This is an optimization exercise on Yosys and OpenROAD, whose aim is small area, not a production implementation. The RTL was checked by simulation tests, not by an equivalence proof against the original design. No driver is modelled on the clock port, so clocking that relies on it looks cheaper here than on a real chip. No activity file was given, so power comes from the tool's default toggle rates.

===== flow/flow/run.sh =====
#!/bin/bash
# Own flow: the standard layout (standard.sh) with
# - synthesis by my_synth.tcl: the standard flow's synthesis, area-oriented for the
#   combinational logic (registers unchanged),
# - the smallest buffer on the ports,
# - a clock tree of small buffers without dummy loads, where post_cts.tcl
#   upsizes the buffers whose flip-flop clock pins see too much slew.
set -euo pipefail
W=$(pwd)
export OWN_ABC_SCRIPT="$W/flow/area.abc"
bash "$W/standard.sh" SYNTH_SCRIPT="$W/flow/my_synth.tcl" \
  BUFFER_PORTS_ARGS="-buffer_cell sky130_fd_sc_hd__buf_1" \
  CTS_ARGS="-sink_clustering_enable -repair_clock_nets -buf_list sky130_fd_sc_hd__clkbuf_4 -dont_use_dummy_load" \
  POST_CTS_TCL="$W/flow/post_cts.tcl" \
  finish > "$W/flow_make.log" 2>&1

===== flow/flow/area.abc =====
strash
&get -n
&fraig -x
&put
scorr
dc2
strash
&get -n
&deepsyn -T 30
&put
strash
dch -f
amap -m

===== flow/flow/my_synth.tcl =====
# The standard flow's synthesis script (synth_recipe.tcl), with two changes that touch
# only combinational logic: no full/half-adder extraction (the adders stay
# plain gates for ABC), and Yosys's abc call uses the area-oriented ABC
# script next to this file instead of ORFS's speed script.  Everything that
# makes the registers is unchanged.
proc synth {args} { yosys synth -nofsm -noshare {*}$args }
proc extract_fa {args} {}
proc abc {args} {
  set i [lsearch -exact $args -script]
  if {$i >= 0} { lset args [expr {$i + 1}] $::env(OWN_ABC_SCRIPT) }
  yosys abc {*}$args
}
source $::env(SCRIPTS_DIR)/synth.tcl
# left out here: clear keep_hierarchy, flatten, clean up, hide names made inside functions, write 1_2_yosys.v

===== flow/flow/post_cts.tcl =====
# After clock tree synthesis: upsize every clock buffer whose flip-flop clock
# pins see a slew above the target, until none does.
set_propagated_clock [all_clocks]
set target 0.11
set sizes {sky130_fd_sc_hd__clkbuf_4 sky130_fd_sc_hd__clkbuf_8 sky130_fd_sc_hd__clkbuf_16}
for {set round 0} {$round < 6} {incr round} {
  estimate_parasitics -placement
  set bump {}
  foreach pin [get_pins -hierarchical */CLK] {
    set s 0
    foreach p {slew_max_rise slew_max_fall} { set v [get_property $pin $p]; if {$v > $s} {set s $v} }
    if {$s > $target} {
      set net [get_nets -of_objects $pin]
      foreach drv [get_pins -of_objects $net -filter "direction==output"] {
        lappend bump [get_full_name [get_cells -of_objects $drv]]
      }
    }
  }
  set bump [lsort -unique $bump]
  if {[llength $bump] == 0} { break }
  set changed 0
  foreach c $bump {
    set m [get_property [get_cells $c] ref_name]
    set i [lsearch $sizes $m]
    if {$i >= 0 && $i < [llength $sizes] - 1} {
      replace_cell [get_cells $c] [lindex $sizes [expr {$i + 1}]]
      incr changed
    }
  }
  puts "post_cts round $round: upsized $changed clock buffers"
  if {$changed == 0} { break }
}
detailed_placement
estimate_parasitics -placement

===== flow/standard.sh =====
#!/bin/bash
# synth_recipe.tcl (not shown) runs the flow's synth.tcl, then flattens the netlist and writes it again
# the make line also repeats each setting of config.mk as NAME=value (left out here)
make -C /OpenROAD-flow-scripts/flow DESIGN_CONFIG=/design/flow/config.mk WORK_HOME=/design/flow/orfs CLKGATE_MAP_FILE= SYNTH_SCRIPT=/design/flow/synth_recipe.tcl "${@:-finish}"

===== flow/config.mk =====
export PLATFORM = sky130hd
export DESIGN_NAME = switches_top
export DESIGN_NICKNAME = switches_top
export VERILOG_FILES = /design/flow/design.v
export SDC_FILE = /design/flow/constraint.sdc
export NUM_CORES = 4
export LEC_CHECK = 0
export CAP_MARGIN = 20
export CORE_MARGIN = 2
export CORE_UTILIZATION = 55
export PLACE_DENSITY = 0.7
export SLEW_MARGIN = 20

===== flow/constraint.sdc =====
create_clock -name core_clock -period 8.0 [get_ports {clk}]
set_input_delay 1.6000 -clock core_clock [delete_from_list [all_inputs] [get_ports {clk}]]
set_output_delay 1.6000 -clock core_clock [all_outputs]
set_load 0.01 [all_outputs]

===== flow/design.v =====
`timescale 1ns / 1ps
`timescale 1ns / 1ps
`timescale 1ns / 1ps
`timescale 1ns / 1ps
module switches_top(clk, reset, hsync, vsync, switches_p1, switches_p2, rgb);
	input	[7:0]	switches_p1;
	input	[7:0]	switches_p2;
	input			clk;
	input			reset;
	output	reg		hsync;
	output	reg		vsync;
	output	[2:0]	rgb;
	function [5:0] incdec;
		input [5:0] x;
		input en;
		input dec;
		integer i;
		reg t;
		begin
			t = en;
			for (i = 0; i < 6; i = i + 1) begin
				incdec[i] = x[i] ^ t;
				t = t & (x[i] ^ dec);
			end
		end
	endfunction
	function [4:0] move_h;
		input [4:0] x;
		input [1:0] c;
		input z;
		reg [5:0] r;
		begin
			r = incdec({1'b0, x}, !z && !c[1], c[0]);
			move_h = r[4:0];
		end
	endfunction
	function [4:0] move_v;
		input [4:0] x;
		input [1:0] c;
		input z;
		reg [5:0] r;
		begin
			r = incdec({1'b0, x}, !z && c[1], c[0]);
			move_v = r[4:0];
		end
	endfunction
	reg		[4:0]	hc;
	reg		[3:0]	ho;
	reg		[4:0]	vc;
	reg		[3:0]	vo;
	wire			hc0		= hc == 5'd0;
	wire			hc15	= hc == 5'd15;
	wire			hc17	= hc[4] && !hc[1] && hc[0];
	wire			hc18	= hc[4] && hc[1] && !hc[0];
	wire			hc19	= hc[4] && hc[1] && hc[0];
	wire			hc20	= hc[4] && hc[2];
	wire			vc0		= vc == 5'd0;
	wire			vc15	= !vc[4] && vc[3:0] == 4'd15;
	wire			vc16	= vc[4] && !vc[0];
	wire			vc17	= vc[4] && vc[0];
	wire			ho0		= ho == 4'd0;
	wire			ho1		= ho == 4'd1;
	wire			ho14	= ho[3] && ho[2] && ho[1];
	wire			vo0		= vo == 4'd0;
	wire			vo14	= vo[3] && vo[2] && vo[1];
	wire			hend	= hc20 && ho[3] && ho[0];			 
	wire			vend	= vc17 && vo[2] && vo[1];			 
	wire	[5:0]	hc_inc6	= incdec({1'b0, hc}, 1'b1, 1'b0);
	wire	[5:0]	vc_inc6	= incdec({1'b0, vc}, 1'b1, 1'b0);
	wire	[5:0]	ho_inc6	= incdec({2'b0, ho}, 1'b1, 1'b0);
	wire	[5:0]	vo_inc6	= incdec({2'b0, vo}, 1'b1, 1'b0);
	always @(posedge clk) begin
		if (reset || hend) begin
			hc <= 5'd0;
			ho <= 4'd1;
		end
		else if (ho14) begin
			hc <= hc_inc6[4:0];
			ho <= 4'd0;
		end
		else
			ho <= ho_inc6[3:0];
	end
	always @(posedge clk) begin
		if (reset || (hend && vend)) begin
			vc <= 5'd0;
			vo <= 4'd0;
		end
		else if (hend) begin
			if (vo14) begin
				vc <= vc_inc6[4:0];
				vo <= 4'd0;
			end
			else
				vo <= vo_inc6[3:0];
		end
	end
	always @(posedge clk) begin
		hsync <= (hc17 && ho >= 4'd9) || hc18 || (hc19 && ho <= 4'd1);
		vsync <= (vc16 && vo14) || (vc17 && vo <= 4'd1);
	end
	wire			h_on	= !hc[4] || (hc == 5'd16) || (hc17 && ho <= 4'd1);	 
	wire			v_on	= !vc[4];											 
	wire			display_on = h_on && v_on;
	wire			borders	= display_on && ((hc0 && ho <= 4'd2) || (hc17 && ho1)
								|| (vc0 && vo <= 4'd1) || (vc15 && vo14));
	wire			line254	= vc16 && vo14 && hc0;
	reg		[5:0]	fcnt;	 
	wire			tick	= line254 && ho == 4'd3 && fcnt[1:0] == 2'b00;
	always @(posedge clk) begin
		if (reset)
			fcnt <= {5'b11110, line254 && ho1};
		else if (line254 && ho == 4'd2)
			fcnt <= incdec(fcnt, 1'b1, 1'b0);
	end
	reg		[7:0]	dir_sw_q;
	wire	[7:0]	dir_sw	= {switches_p2[3:0], switches_p1[3:0]};
	wire			dir_edge = |(dir_sw & ~dir_sw_q);
	reg		[1:0]	dir1;
	reg		[1:0]	dir2;
	reg		[1:0]	dir2_next;
	always @* begin
		dir2_next = dir2;
		if (dir_edge) begin
			if (switches_p2[1] && dir2 != 2'b01)
				dir2_next = 2'b00;
			else if (switches_p2[0] && dir2 != 2'b00)
				dir2_next = 2'b01;
			else if (switches_p2[2] && dir2 != 2'b10)
				dir2_next = 2'b11;
			else if (switches_p2[3] && dir2 != 2'b11)
				dir2_next = 2'b10;
		end
	end
	always @(posedge clk) begin
		dir_sw_q <= dir_sw;
		if (reset || dir_edge) begin
			if (reset || (switches_p1[1] && dir1 != 2'b01))
				dir1 <= 2'b00;
			else if (switches_p1[0] && dir1 != 2'b00)
				dir1 <= 2'b01;
			else if (switches_p1[2] && dir1 != 2'b10)
				dir1 <= 2'b11;
			else if (switches_p1[3] && dir1 != 2'b11)
				dir1 <= 2'b10;
		end
		dir2 <= reset ? 2'b01 : dir2_next;
	end
	reg				game_over;
	wire			step	= tick && !game_over;
	reg		[4:0]	hh1, hv1, hh2, hv2;
	reg		[1:0]	a0, a1, a2, a3, a4;
	reg		[1:0]	b0, b1, b2, b3, b4;
	reg				v1, v2, v3, v4;	 
	reg		[1:0]	grow1, grow2;	 
	wire	[4:0]	nxt_h	= hc19 ? 5'd0 : hc_inc6[4:0];
	wire	[4:0]	vnext	= vo14 ? vc_inc6[4:0] : (vend ? 5'd0 : vc);
	wire	[4:0]	nxt_v	= hc19 ? vnext : vc;
	reg		[4:0]	wh, wv;
	reg				acc01_1, acc24_1, acc01_2, acc24_2;
	reg				t01_1c, t24_1c, t01_2c, t24_2c;
	reg		[1:0]	wc;
	reg				wz;
	reg		[1:0]	wsrc;	 
	always @* begin
		wc = 2'b00;
		wz = 1'b1;
		wsrc = 2'd0;
		if (tick) begin
			wc = dir1; wz = 1'b0; wsrc = 2'd1;
		end
		else if (line254 && ho == 4'd2) begin
			wc = dir2_next; wz = 1'b0; wsrc = 2'd2;
		end
		else case (ho)
			4'd1:  begin wc = a0 ^ 2'b01; wz = 1'b0; wsrc = 2'd1; end
			4'd2:  begin wc = a1 ^ 2'b01; wz = !v1; end
			4'd3:  begin wc = a2 ^ 2'b01; wz = !v2; end
			4'd4:  begin wc = a3 ^ 2'b01; wz = !v3; end
			4'd5:  begin wc = a4 ^ 2'b01; wz = !v4; end
			4'd6:  begin wc = b0 ^ 2'b01; wz = 1'b0; wsrc = 2'd2; end
			4'd7:  begin wc = b1 ^ 2'b01; wz = !v1; end
			4'd8:  begin wc = b2 ^ 2'b01; wz = !v2; end
			4'd9:  begin wc = b3 ^ 2'b01; wz = !v3; end
			4'd10: begin wc = b4 ^ 2'b01; wz = !v4; end
			default: ;
		endcase
	end
	wire	[4:0]	xh	= (wsrc == 2'd1) ? hh1 : (wsrc == 2'd2) ? hh2 : wh;
	wire	[4:0]	xv	= (wsrc == 2'd1) ? hv1 : (wsrc == 2'd2) ? hv2 : wv;
	wire	[4:0]	sum_h	= move_h(xh, wc, wz);
	wire	[4:0]	sum_v	= move_v(xv, wc, wz);
	wire			hit	= wh == nxt_h && wv == nxt_v;
	wire			walk	= !hc20;
	always @(posedge clk) begin
		wh <= sum_h;
		wv <= sum_v;
		if (walk) case (ho)
			4'd2:  acc01_1 <= hit;
			4'd3:  acc01_1 <= acc01_1 || hit;
			4'd4:  acc24_1 <= hit && grow1 != 2'd0;
			4'd5:  acc24_1 <= acc24_1 || (hit && grow1[1]);
			4'd6:  acc24_1 <= acc24_1 || (hit && grow1 == 2'd3);
			4'd7:  acc01_2 <= hit;
			4'd8:  acc01_2 <= acc01_2 || hit;
			4'd9:  acc24_2 <= hit && grow2 != 2'd0;
			4'd10: acc24_2 <= acc24_2 || (hit && grow2[1]);
			4'd11: acc24_2 <= acc24_2 || (hit && grow2 == 2'd3);
			default: ;
		endcase
		if (ho14 && hc19) begin
			t01_1c <= 1'b0;
			t24_1c <= 1'b0;
			t01_2c <= 1'b0;
			t24_2c <= 1'b0;
		end
		else if (ho14 || hend) begin
			t01_1c <= acc01_1;
			t24_1c <= acc24_1;
			t01_2c <= acc01_2;
			t24_2c <= acc24_2;
		end
	end
	wire	[4:0]	nh1	= sum_h;
	wire	[4:0]	nv1	= sum_v;
	wire	[4:0]	nh2	= wh;
	wire	[4:0]	nv2	= wv;
	always @(posedge clk) begin
		if (reset) begin
			hh1 <= 5'd1;
			hv1 <= 5'd1;
			a0 <= 2'b00;
			hh2 <= 5'd15;
			hv2 <= 5'd14;
			b0 <= 2'b01;
			v1 <= 1'b0;
			v2 <= 1'b0;
			v3 <= 1'b0;
			v4 <= 1'b0;
		end
		else if (step) begin
			hh1 <= nh1;
			hv1 <= nv1;
			a0 <= dir1;
			hh2 <= nh2;
			hv2 <= nv2;
			b0 <= dir2;
			v1 <= 1'b1;
			v2 <= v1;
			v3 <= v2;
			v4 <= v3;
		end
		if (!reset && step) begin
			a1 <= a0;
			a2 <= a1;
			a3 <= a2;
			a4 <= a3;
			b1 <= b0;
			b2 <= b1;
			b3 <= b2;
			b4 <= b3;
		end
	end
	wire			col1	= (dir1 == (a0 ^ 2'b01))
		|| (v2 && dir1[1] != a0[1] && a1 == (dir1 ^ 2'b01) && a2 == (a0 ^ 2'b01));
	wire			col2	= (dir2 == (b0 ^ 2'b01))
		|| (v2 && dir2[1] != b0[1] && b1 == (dir2 ^ 2'b01) && b2 == (b0 ^ 2'b01));
	wire			out1	= (nh1[4] && nh1[1]) || (nv1[4] && nv1[0]);
	wire			out2	= (nh2[4] && nh2[1]) || (nv2[4] && nv2[0]);
	always @(posedge clk) begin
		if (reset)
			game_over <= 1'b0;
		else if (step)
			game_over <= out1 || out2 || col1 || col2;
	end
	reg		[3:0]	apple_a;	 
	reg				apple_rst;	 
	wire	[3:0]	apple_h	= apple_a;
	wire	[3:0]	apple_v	= {apple_a[2] | apple_rst, apple_a[1:0], 1'b0};
	wire			eat1	= nh1 == {1'b0, apple_h} && nv1 == {1'b0, apple_v};
	wire			eat2	= nh2 == {1'b0, apple_h} && nv2 == {1'b0, apple_v};
	always @(posedge clk) begin
		if (reset) begin
			apple_a <= 4'd8;
			apple_rst <= 1'b1;
			grow1 <= 2'd0;
			grow2 <= 2'd0;
		end
		else if (tick) begin
			if (eat1 || eat2) begin
				apple_a <= fcnt[5:2];
				apple_rst <= 1'b0;
			end
			if (eat1 && grow1 != 2'd3)
				grow1 <= grow1 + 2'd1;
			if (eat2 && grow2 != 2'd3)
				grow2 <= grow2 + 2'd1;
		end
	end
	wire			win_tail	= !ho0 && ho <= 4'd11 && vo >= 4'd3 && vo <= 4'd13;
	wire			win_head	= !ho14 && !vo0;
	wire			win_apple	= !ho0 && !vo0;
	wire			grid		= ho1 && vo0;
	wire			t01_1	= win_tail && t01_1c;
	wire			t01_2	= win_tail && t01_2c;
	wire			h1		= win_head && hc == hh1 && vc == hv1;
	wire			h2		= win_head && hc == hh2 && vc == hv2;
	wire			apple	= win_apple && hc == {1'b0, apple_h} && vc == {1'b0, apple_v};
	wire			win_tail3	= ho >= 4'd4 && vo >= 4'd3 && vo <= 4'd13;
	wire			k1		= win_tail3 && t24_1c;
	wire			k2		= win_tail3 && t24_2c;
	reg				s1_r, s1_g, s1_b;
	reg				s2_r, s2_g, s2_b;
	reg				s3_r, s3_g, s3_b;
	reg				q_r, q_g, q_b;
	always @(posedge clk) begin
		s1_r <= t01_1 || t01_2;
		s1_g <= t01_1 || h1 || h2;
		s1_b <= t01_2 || h2;
		s2_r <= s1_r || apple;
		s2_g <= s1_g;
		s2_b <= s1_b;
		s3_r <= s2_r;
		s3_g <= s2_g || grid;
		s3_b <= s2_b || grid;
		q_r <= display_on && (s3_r || k1 || k2);
		q_g <= display_on && (s3_g || k1);
		q_b <= display_on && (s3_b || k2);
	end
	assign rgb = {game_over || q_b || borders, q_g, q_r};
endmodule

==> impl_metrics.csv, run 1 <==
group,metric,value,unit
status,outcome,"no timing/DRC/antenna violations",
logic_synthesis,syn-instance-count,683,
power_and_ir_drop,leakage,2.003,nW
power_and_ir_drop,seq_power_share,0.568,
routing,via_per_inst,6.370,
clocking,clk_latency,0.53,ns
sta,rsz0062_at_grt,"no",
logic_synthesis,synth_cell_types,45,
sta,setup_violations,0,
worst_setup_path,critPathMaxFanout,12,
worst_setup_path,required,8.41,ns
clocking,clk_pin_slew,0.10,ns
power_and_ir_drop,clkPwrFrac,0.234,
logic_synthesis,synth_ff_type,"dfxtp_1",
logic_synthesis,synth_edf_count,23,
sta,hold_slack,0.3175,ns
worst_setup_path,start_kind,"register",
grt,grt_pass1_vias,4971,
sta,hold_viol,0,
power_and_ir_drop,ir_worst_vdd,0.0001426,V
grt,antenna_found_initial,0,
floorplan,die_area,10950,sq um
power_and_ir_drop,power_frac_comb,0.199,
worst_setup_path,critPathKind,"reg -> reg",
grt,grtUsageTotal,0.3123,
clocking,cts_tree,"built",
floorplan,start_util,0.5673,
power_and_ir_drop,switchingPower,0.0003867,W
floorplan,core_region_area,9819,sq um
worst_hold_path,hp-class,"reg -> reg",
sta,worst_pin_slew,0.8351,ns
routing,wirelength,16740,um
final_layout,final_common_cell,"clkinv_1",
clocking,cts.sinks,122,
sta,period_share,0.8441,
sta,maxSlewHeadroom,0.4390,
floorplan,fp-row-count,36,
final_layout,nets,739,
logic_synthesis,ys_warn_count,1,
routing,firstDrtPassIters,9,
grt,grt-ovfl-total,0,
power_and_ir_drop,powerDensity,204.0,nW/um^2
sta,slew_violations,0,
job,cap_violations,0,
routing,vias,5427,
grt,grt_max_degree,27,
logic_synthesis,ys_ff_latch,122,
grt,grt_pass1_wl,26250,um
logic_synthesis,avgSynthCellArea,8.156,sq um
placement,io_buffer_count,14,
sta,min_period,6.752,ns
final_layout,drive_above_1_share,0.03616,
final_layout,insertedDiodeCount,0,
logic_synthesis,yosysSeqAreaShare,0.4798,
worst_setup_path,critPathCaptureType,"register",
routing,ant_nets,0,
floorplan,pin_count,23,
sta,setup_tns,0,ns
routing,drc_errors,0,
final_layout,final_cell_mix,"133 x clkinv_1, 105 x nor2_1, 99 x dfxtp_1",
floorplan,dieHeight,104.6,um
floorplan,die_x,104.6,um
final_layout,synthToLayoutAreaGrowth,7.053,%
sta,max_freq,148.1,MHz
logic_synthesis,synthArstFlopShare,0,
placement,place_hpwl,12520,um
routing,drtIter0Drc,600,
power_and_ir_drop,p_sw_frac,0.3179,
worst_setup_path,crit_arrival,7.16,ns
sta,finClkSkew,0.02968,ns
logic_synthesis,syn_area,5570,sq um
power_and_ir_drop,intPower,0.0008297,W
logic_synthesis,syn_nets,701,
routing,wl_per_cell,19.65,um
placement,gp_congestion,0.9611,
routing by layer:
metal | share of wire | global-route usage | up-vias | wire length, um
li1 | - | - | 2579 | -
met1 | 0.43 | 0.4185 | 2568 | 7216
met2 | 0.45 | 0.4729 | 244 | 7461
met3 | 0.097 | 0.09794 | 36 | 1618
met4 | 0.027 | 0.1190 | 0 | 444
met5 | 0 | 0 | - | 0
state kept, by name, summed over array words and instances, names as in the netlist, 4 cells and up:
register,count
hc,5
vo,4
fcnt,6
hv1,5
hh2,5
wv,5
ho,4
hv2,5
hh1,5
vc,5
dir_sw_q,8
apple_a,4
wh,5
path summary, 6_finish.rpt:
kind         startpoint  slack (ns)  depth (start not counted)    endpoint
max               ho[0]        1.25                         21  apple_a[3]
min                s2_r        0.32                          0        s3_r
max reg2reg       ho[0]        1.25                         21  apple_a[3]
min reg2reg        s2_r        0.32                          0        s3_r
cell families after synthesis:
family	after synthesis	share of synthesized area
compound gates	222	0.2689
buf+inv	135	0.09232
flops	122	0.4798
simple gates	204	0.1590
Yosys cell counts (all sizes together), types with 2 or more instances:
master   count  area share
clkinv     133       0.090
a32oi        2      0.0031
o221a        2      0.0040
nor3        25       0.022
nand2       40       0.027
o22a         3      0.0047
o21a         8       0.011
a21oi       34       0.031
or3          2      0.0022
a222oi      11       0.020
a221o        2      0.0036
o221ai       9       0.014
a211o        2      0.0031
a211oi       6      0.0081
o31ai        3      0.0040
nor2       105       0.071
a31oi        8      0.0090
nand4        3      0.0034
a22oi        8       0.011
or2          5      0.0056
o32ai        5      0.0079
a221oi       6      0.0094
and3         4      0.0045
dfxtp       99        0.36
o21ai       35       0.031
edfxtp      23        0.12
or4          3      0.0040
o22ai       63       0.071
o211ai       2      0.0027
nand3        4      0.0036
buf          2      0.0027
a2111oi      4      0.0063
nor4         9       0.010
nor4b        2      0.0031
worst max-delay path, cell delays in order, from the launching register on:
cell and delay (ns):
dfxtp_1 0.53, clkinv_1 0.31, nor2_1 0.54, clkinv_1 0.44, nor4_1 0.44, clkinv_1 0.31, o21ai_0 0.15, buf_4 0.22
nor2_1 0.19, a222oi_1 0.74, clkinv_1 0.20, o221ai_1 0.28, clkinv_1 0.12, o221ai_1 0.11, clkinv_1 0.14, o221ai_1 0.11
nor2_1 0.07, a21oi_1 0.28, o2111ai_1 0.16, nor3_1 0.70, o21ai_0 0.33, o22a_1 0.24
cell type report:
class                           count  area, sq um
Clock buffer                       17        127.6
Fill cell                         950         3856
Inverter                          133        499.2
Multi-Input combinational cell    426         2392
Sequential cell                   122         2673
Tap cell                          133        166.4
Timing Repair Buffer               21        105.1
metrics by stage:
step	util	setup WS [ns]	cell area [sq um]	cells	power, W
2_1_floorplan	-	2.597	5570	683	0.0008571
3_3_place_gp	0.5943	1.618	5836	835	0.0009318
3_5_place_dp	0.5943	1.456	5836	835	0.0009364
5_1_grt	0.6073	0.6681	5963	852	0.001269
6_report	0.6073	1.248	5963	852	0.001216
power by group through the flow:
stage               logic (W)  registers, W  clock network [W]
floorplan            0.000169      0.000688                  0
global placement     0.000231      0.000701                  0
detailed placement   0.000234      0.000702                  0
global route         0.000264      0.000693           0.000312
finish               0.000242      0.000690           0.000284
==> run 2: changes to the inputs <==
==> flow/flow/area.abc (replaced) <==
strash
&get -n
&fraig -x
&put
scorr
dc2
strash
&get -n
&deepsyn -J 200
&put
strash
dch -f
amap -m
==> run 2 against run 1 <==
Core utilization stayed put. Largest power group unchanged. Cell count did not move. Non-clock buffer count unchanged. Critical path type unchanged. Register-to-register slack about the same. Still clean on timing, DRC and antenna. First-iteration DRC count did not move. Via count unchanged. Sequential cell count unchanged.
==> impl_metrics.csv, run 2 <==
group,metric,value,unit
final_layout,nets,739,
final_layout,multi_input_area,2392,sq um
final_layout,synthToLayoutAreaGrowth,7.053,%
logic_synthesis,synth_top_area_cell,"dfxtp_1",
sta,finClkSkew,0.02968,ns
floorplan,core_region_area,9819,sq um
worst_hold_path,hp-class,"reg -> reg",
grt,antenna_found_initial,0,
routing,drc_errors,0,
routing,wirelength,16740,um
logic_synthesis,syn-instance-count,683,
floorplan,die_x,104.6,um
clocking,clk_pin_slew,0.10,ns
worst_setup_path,critPathMaxFanout,12,
power_and_ir_drop,switchingPower,0.0003867,W
logic_synthesis,synthArstFlopShare,0,
final_layout,largest_reg_flops,8,
power_and_ir_drop,ir_worst_vdd,0.0001426,V
final_layout,regMostFlops,"dir_sw_q",
worst_setup_path,required,8.41,ns
grt,grt_pass1_vias,4971,
logic_synthesis,synthTopCellsByCount,"133 x clkinv_1, 105 x nor2_1, 99 x dfxtp_1",
sta,period_share,0.8441,
grt,grt_max_degree,27,
final_layout,fillers,950,
sta,setup_tns,0,ns
floorplan,pin_count,23,
logic_synthesis,syn_area,5570,sq um
status,outcome,"no timing/DRC/antenna violations",
routing,via_per_inst,6.370,
routing,vias,5427,
floorplan,fp-row-count,36,
logic_synthesis,yosysSeqAreaShare,0.4798,
floorplan,start_util,0.5673,
final_layout,insertedDiodeCount,0,
floorplan,dieHeight,104.6,um
power_and_ir_drop,leakage,2.003,nW
sta,hold_viol,0,
logic_synthesis,ys_warn_count,1,
final_layout,drive_above_1_share,0.03616,
logic_synthesis,syn_nets,701,
sta,setup_violations,0,
power_and_ir_drop,seq_power_share,0.568,
worst_setup_path,start_kind,"register",
power_and_ir_drop,intPower,0.0008297,W
final_layout,register_area,2673,sq um
worst_hold_path,hold_depth,0,
sta,min_period,6.752,ns
routing,firstDrtPassIters,9,
power_and_ir_drop,clkPwrFrac,0.234,
routing,wl_per_cell,19.65,um
logic_synthesis,synth_most_common_cell,"clkinv_1",
logic_synthesis,avgSynthCellArea,8.156,sq um
logic_synthesis,synth_edf_count,23,
sta,slew_violations,0,
floorplan,die_area,10950,sq um
grt,grtUsageTotal,0.3123,
power_and_ir_drop,power_frac_comb,0.199,
logic_synthesis,synth_ff_type,"dfxtp_1",
sta,hold_slack,0.3175,ns
power_and_ir_drop,powerDensity,204.0,nW/um^2
logic_synthesis,ys_ff_latch,122,
power_and_ir_drop,p_sw_frac,0.3179,
sta,maxSlewHeadroom,0.4390,
grt,grt_pass1_wl,26250,um
grt,grt-ovfl-total,0,
worst_setup_path,critPathCaptureType,"register",
logic_synthesis,synth_cell_types,45,
worst_setup_path,critPathKind,"reg -> reg",
worst_setup_path,ff2ff_path_depth,21,
final_layout,final_cell_mix,"133 x clkinv_1, 105 x nor2_1, 99 x dfxtp_1",
final_layout,largest_registers,"dir_sw_q: 8 flops, fcnt: 6 flops",
sta,max_freq,148.1,MHz
worst_setup_path,crit_arrival,7.16,ns
placement,gp_congestion,0.9611,
job,cap_violations,0,
logic_synthesis,synthDominantCellAreaShare,0.3558,
sta,worst_pin_slew,0.8351,ns
clocking,clk_latency,0.53,ns
final_layout,final_common_cell,"clkinv_1",
clocking,cts.sinks,122,
placement,place_hpwl,12520,um
routing,drtIter0Drc,600,
sta,rsz0062_at_grt,"no",
placement,io_buffer_count,14,
logic_synthesis,synth_area_leaders,"dfxtp_1 36%, edfxtp_1 12%, clkinv_1 9.0%, o22ai_1 7.1%, nor2_1 7.1%",
routing,ant_nets,0,
clocking,cts_tree,"built",
==> run 2: final timing paths <==
path	slack (ns)	from	to
worst min register to register	0.32	s2_r	s3_r
worst min-delay path	0.32	s2_r	s3_r
worst max register to register	1.25	ho[0]	apple_a[3]
worst max-delay path	1.25	ho[0]	apple_a[3]
==> run 2: power groups by stage <==
stage	sequential (W)	clock, W	combinational, W
final	0.000690	0.000284	0.000242
after detailed placement	0.000702	0	0.000234
after global placement	0.000701	0	0.000231
after global routing	0.000693	0.000312	0.000264
after floorplan	0.000688	0	0.000169
==> run 2: cell type report <==
class,instances,area share
Sequential cell,122,0.4482
Timing Repair Buffer,21,0.01762
Inverter,133,0.08372
Tap cell,133,0.02791
Clock buffer,17,0.02140
Multi-Input combinational cell,426,0.4012
==> run 2: cells by family (layout without fill, tap and decap cells) <==
logic type	count (synthesis)	in the layout	synth area share
buffers and inverters	135	171	0.09232
DFF	122	122	0.4798
and+or+nand+nor	204	204	0.1590
AOI/OAI and AO/OA	222	222	0.2689
==> run 2: routing by layer <==
| metal | vias up | wire [um] | track usage |
|---|---|---|---|
| li1 | 2579 | - | - |
| met1 | 2568 | 7216 | 0.4185 |
| met2 | 244 | 7461 | 0.4729 |
| met3 | 36 | 1618 | 0.09794 |
| met4 | 0 | 444 | 0.1190 |
| met5 | - | 0 | 0 |
==> run 2: stage by stage <==
stage / util / power [W] / setup WS, ns / cells / area, sq um
floorplan: - / 0.0008571 / 2.597 / 683 / 5570
global placement: 0.5943 / 0.0009318 / 1.618 / 835 / 5836
detailed placement: 0.5943 / 0.0009364 / 1.456 / 835 / 5836
global route: 0.6073 / 0.001269 / 0.6681 / 852 / 5963
finish: 0.6073 / 0.001216 / 1.248 / 852 / 5963
==> run 2: critical path: stages, from the launching register on <==
cell,delay [ns]
dfxtp_1,0.53
clkinv_1,0.31
nor2_1,0.54
clkinv_1,0.44
nor4_1,0.44
clkinv_1,0.31
o21ai_0,0.15
buf_4,0.22
nor2_1,0.19
a222oi_1,0.74
clkinv_1,0.20
o221ai_1,0.28
clkinv_1,0.12
o221ai_1,0.11
clkinv_1,0.14
o221ai_1,0.11
nor2_1,0.07
a21oi_1,0.28
o2111ai_1,0.16
nor3_1,0.70
o21ai_0,0.33
o22a_1,0.24
==> run 3: changes to the inputs <==
==> flow/flow/area.abc (replaced) <==
strash
&get -n
&fraig -x
&put
scorr
dc2
strash
&get -n
&deepsyn -T 30
&put
strash
dch -f
amap -m
--- a/flow/config.mk
+++ b/flow/config.mk
@@ -7,6 +7,6 @@
 export LEC_CHECK = 0
 export CAP_MARGIN = 20
 export CORE_MARGIN = 2
-export CORE_UTILIZATION = 55
-export PLACE_DENSITY = 0.7
+export CORE_UTILIZATION = 65
+export PLACE_DENSITY = 0.8
 export SLEW_MARGIN = 20
==> run 3 against run 2 <==
Sequential share of layout area increased by 0.11 points. Total power increased by 1.6%. Critical endpoint unchanged. Clock power increased by 5%. Fmax increased by 3.0%. Core utilization increased by 11 points. Non-clock buffer count unchanged.
==> impl_metrics.csv, run 3 <==
group,metric,value,unit
worst_setup_path,slowest_delay,0.63,ns
logic_synthesis,synth_most_common_cell,"clkinv_1",
power_and_ir_drop,power_frac_comb,0.200,
worst_setup_path,crit_chain,"clkinv_1 > nor2_1 > clkinv_1 > nor4_1 > clkinv_1 > o21ai_0 > buf_4 > nor2_1 > a222oi_1 > clkinv_1 > o221ai_1 > clkinv_1 > o22ai_1 > clkinv_1 > a222oi_1 > o221ai_1 > nor3_1 > o21ai_0 > o22a_1",
floorplan,fp-row-count,33,
placement,place_hpwl,12560,um
final_layout,insertedDiodeCount,0,
worst_setup_path,critPathKind,"reg -> reg",
grt,grt_pass1_wl,26740,um
grt,grt_pass1_vias,5217,
placement,dp.cells,807,
clocking,clk_pin_slew,0.11,ns
logic_synthesis,synth_top_area_cell,"dfxtp_1",
logic_synthesis,synth_compound_area_frac,0.2689,
floorplan,start_util,0.6745,
job,cap_violations,0,
final_layout,nets,739,
logic_synthesis,synthDominantCellAreaShare,0.3558,
floorplan,pin_count,23,
routing,vias,5585,
routing,via_per_inst,6.778,
grt,grt_max_degree,28,
final_layout,largest_reg_flops,8,
clocking,clk_latency,0.54,ns
final_layout,final_core_util,0.7203,
logic_synthesis,synth-adder-area-share,0,
sta,finClkSkew,0.03566,ns
sta,setup_violations,0,
status,outcome,"no timing/DRC/antenna violations",
logic_synthesis,avgSynthCellArea,8.156,sq um
final_layout,regMostFlops,"dir_sw_q",
final_layout,fillers,657,
power_and_ir_drop,leakage,2.009,nW
worst_setup_path,crit_arrival,6.98,ns
power_and_ir_drop,intPower,0.0008414,W
worst_setup_path,start_kind,"register",
floorplan,die_x,96.57,um
power_and_ir_drop,powerDensity,207.8,nW/um^2
final_layout,final_cell_mix,"133 x clkinv_1, 105 x nor2_1, 99 x dfxtp_1",
sta,maxSlewHeadroom,0.4459,
logic_synthesis,yosys.area_share.simple,0.1590,
final_layout,largest_registers,"dir_sw_q: 8 flops, fcnt: 6 flops",
routing,drtIter0Drc,613,
worst_hold_path,hp-class,"reg -> reg",
power_and_ir_drop,switchingPower,0.0003944,W
sta,max_freq,152.5,MHz
worst_setup_path,critPathCaptureType,"register",
routing,wirelength,16830,um
logic_synthesis,synth_mux_area_frac,0,
logic_synthesis,synthTopCellsByCount,"133 x clkinv_1, 105 x nor2_1, 99 x dfxtp_1",
grt,grtUsageTotal,0.3884,
sta,slew_violations,0,
worst_setup_path,crit_top_cell,"clkinv_1",
power_and_ir_drop,seq_power_share,0.558,
placement,placed_area,5808,sq um
sta,setup_tns,0,ns
grt,antenna_found_initial,0,
routing,firstDrtPassIters,8,
sta,rsz0062_at_grt,"no",
power_and_ir_drop,clkPwrFrac,0.242,
clocking,cts.sinks,122,
logic_synthesis,synth_ff_type,"dfxtp_1",
grt,grt-ovfl-total,0,
logic_synthesis,yosysSeqAreaShare,0.4798,
worst_setup_path,cp_slowest_cell,"a222oi_1",
logic_synthesis,syn_area,5570,sq um
routing,drc_errors,0,
sta,worst_pin_slew,0.8279,ns
final_layout,stdcell_count,824,
floorplan,dieHeight,96.57,um
routing,wl_per_cell,20.42,um
worst_setup_path,r2r_slack,1.44,ns
final_layout,fin_area,5948,sq um
final_layout,synthToLayoutAreaGrowth,6.783,%
sta,period_share,0.8196,
floorplan,die_area,9326,sq um
worst_setup_path,critPathMaxFanout,12,
clocking,cts_tree,"built",
final_layout,drive_above_1_share,0.03616,
logic_synthesis,synth_top_family_by_area,"compound AO/OA/AOI/OAI gates",
logic_synthesis,syn_nets,701,
power_and_ir_drop,ir_worst_vdd,0.0001370,V
power_and_ir_drop,p_sw_frac,0.3192,
sta,min_period,6.557,ns
logic_synthesis,synthXorXnorAreaFrac,0,
logic_synthesis,synth_area_leaders,"dfxtp_1 36%, edfxtp_1 12%, clkinv_1 9.0%, o22ai_1 7.1%, nor2_1 7.1%",
routing,ant_nets,0,
placement,gp_congestion,1.037,
logic_synthesis,synth_cell_types,45,
sta,hold_viol,0,
logic_synthesis,synthArstFlopShare,0,
floorplan,core_region_area,8258,sq um
final_layout,final_common_cell,"clkinv_1",
worst_setup_path,required,8.43,ns
power_and_ir_drop,finalPower,0.001236,W
logic_synthesis,synth_edf_count,23,
placement,io_buffer_count,14,
logic_synthesis,ys_warn_count,1,
logic_synthesis,ys_ff_latch,122,
logic_synthesis,syn-instance-count,683,
## run 3: cell types whose count changed in the layout (fill, tap and decap cells not counted)
cell	change
clkbuf_4	-2
o21ai_4	+1
clkbuf_8	+2
o21ai_2	-1
## run 3: final cells by class
| type | instances | area [sq um] | share of cell area |
|---|---|---|---|
| flip-flops and latches | 122 | 2673 | 0.4493 |
| repair buffers | 21 | 105.1 | 0.01767 |
| multi-input cells | 426 | 2400 | 0.4034 |
| well taps | 105 | 131.4 | 0.02209 |
| clock buffers | 17 | 140.1 | 0.02356 |
| inverters | 133 | 499.2 | 0.08393 |
## run 3: logic make-up after synthesis
group / after synthesis
compound gates: 222
simple gates: 204
buf+inv: 135
flops: 122
## run 3: power groups by stage
stage / Clock (W) / Sequential [W] / Combinational [W]
2_1_floorplan: 0 / 0.000688 / 0.000169
6_report: 0.000299 / 0.000690 / 0.000247
5_1_grt: 0.000320 / 0.000693 / 0.000269
3_3_place_gp: 0 / 0.000700 / 0.000228
3_5_place_dp: 0 / 0.000701 / 0.000236
## run 3: metal layers
layer	global-route usage	wire length, um	vias up
met4	0.1056	332	0
met2	0.6123	7773	350
met5	0	0	-
li1	-	-	2556
met1	0.5187	6865	2644
met3	0.1234	1859	35
## run 3: metrics by stage
step                worst slack, ns  hold slack (ns)
global placement              1.837           0.3126
floorplan                     2.597           0.3096
finish                        1.443           0.3295
detailed placement            1.602           0.3157
global route                 0.9249           0.3329
## run 3: path summary, 6_finish.rpt
check / start / endpoint / cells past startpoint
hold / removal: s1_b / s2_b / 0
hold reg to reg: s1_b / s2_b / 0
setup / recovery: ho[0] / apple_a[3] / 19
setup reg to reg: ho[0] / apple_a[3] / 19
## run 3: critical path, delay by kind of cell (launching register included)
kind	cells	cell delay [ns]
AOI/OAI and AO/OA	8	2.38
buffers and inverters	7	1.73
DFF	1	0.52
and+or+nand+nor	4	1.79

-- static timing again, ports no longer ideal --
In the flow no input, the clock included, has a driving cell. The finished layouts below were timed again as built, in two steps.
Step 1, drivers: a clkbuf_16 drives clk and a buf_2 each remaining input, both assumed.
Step 2 also shifts input and output timing later by t, the mid clock arrival at the registers, as if the neighbouring blocks saw the same clock.
a / b / c = no drivers / after step 1 / after step 2; a / b = the first two.
run	t, ns	setup WS [ns]	hold slack, ns
run 1	0.554	1.248 / 1.248 / 1.248	0.317 / 0.317 / 0.317
run 2	0.554	1.248 / 1.248 / 1.248	0.317 / 0.317 / 0.317
run 3	0.553	1.443 / 1.443 / 1.443	0.329 / 0.329 / 0.329
After both steps every run listed still meets setup and hold.
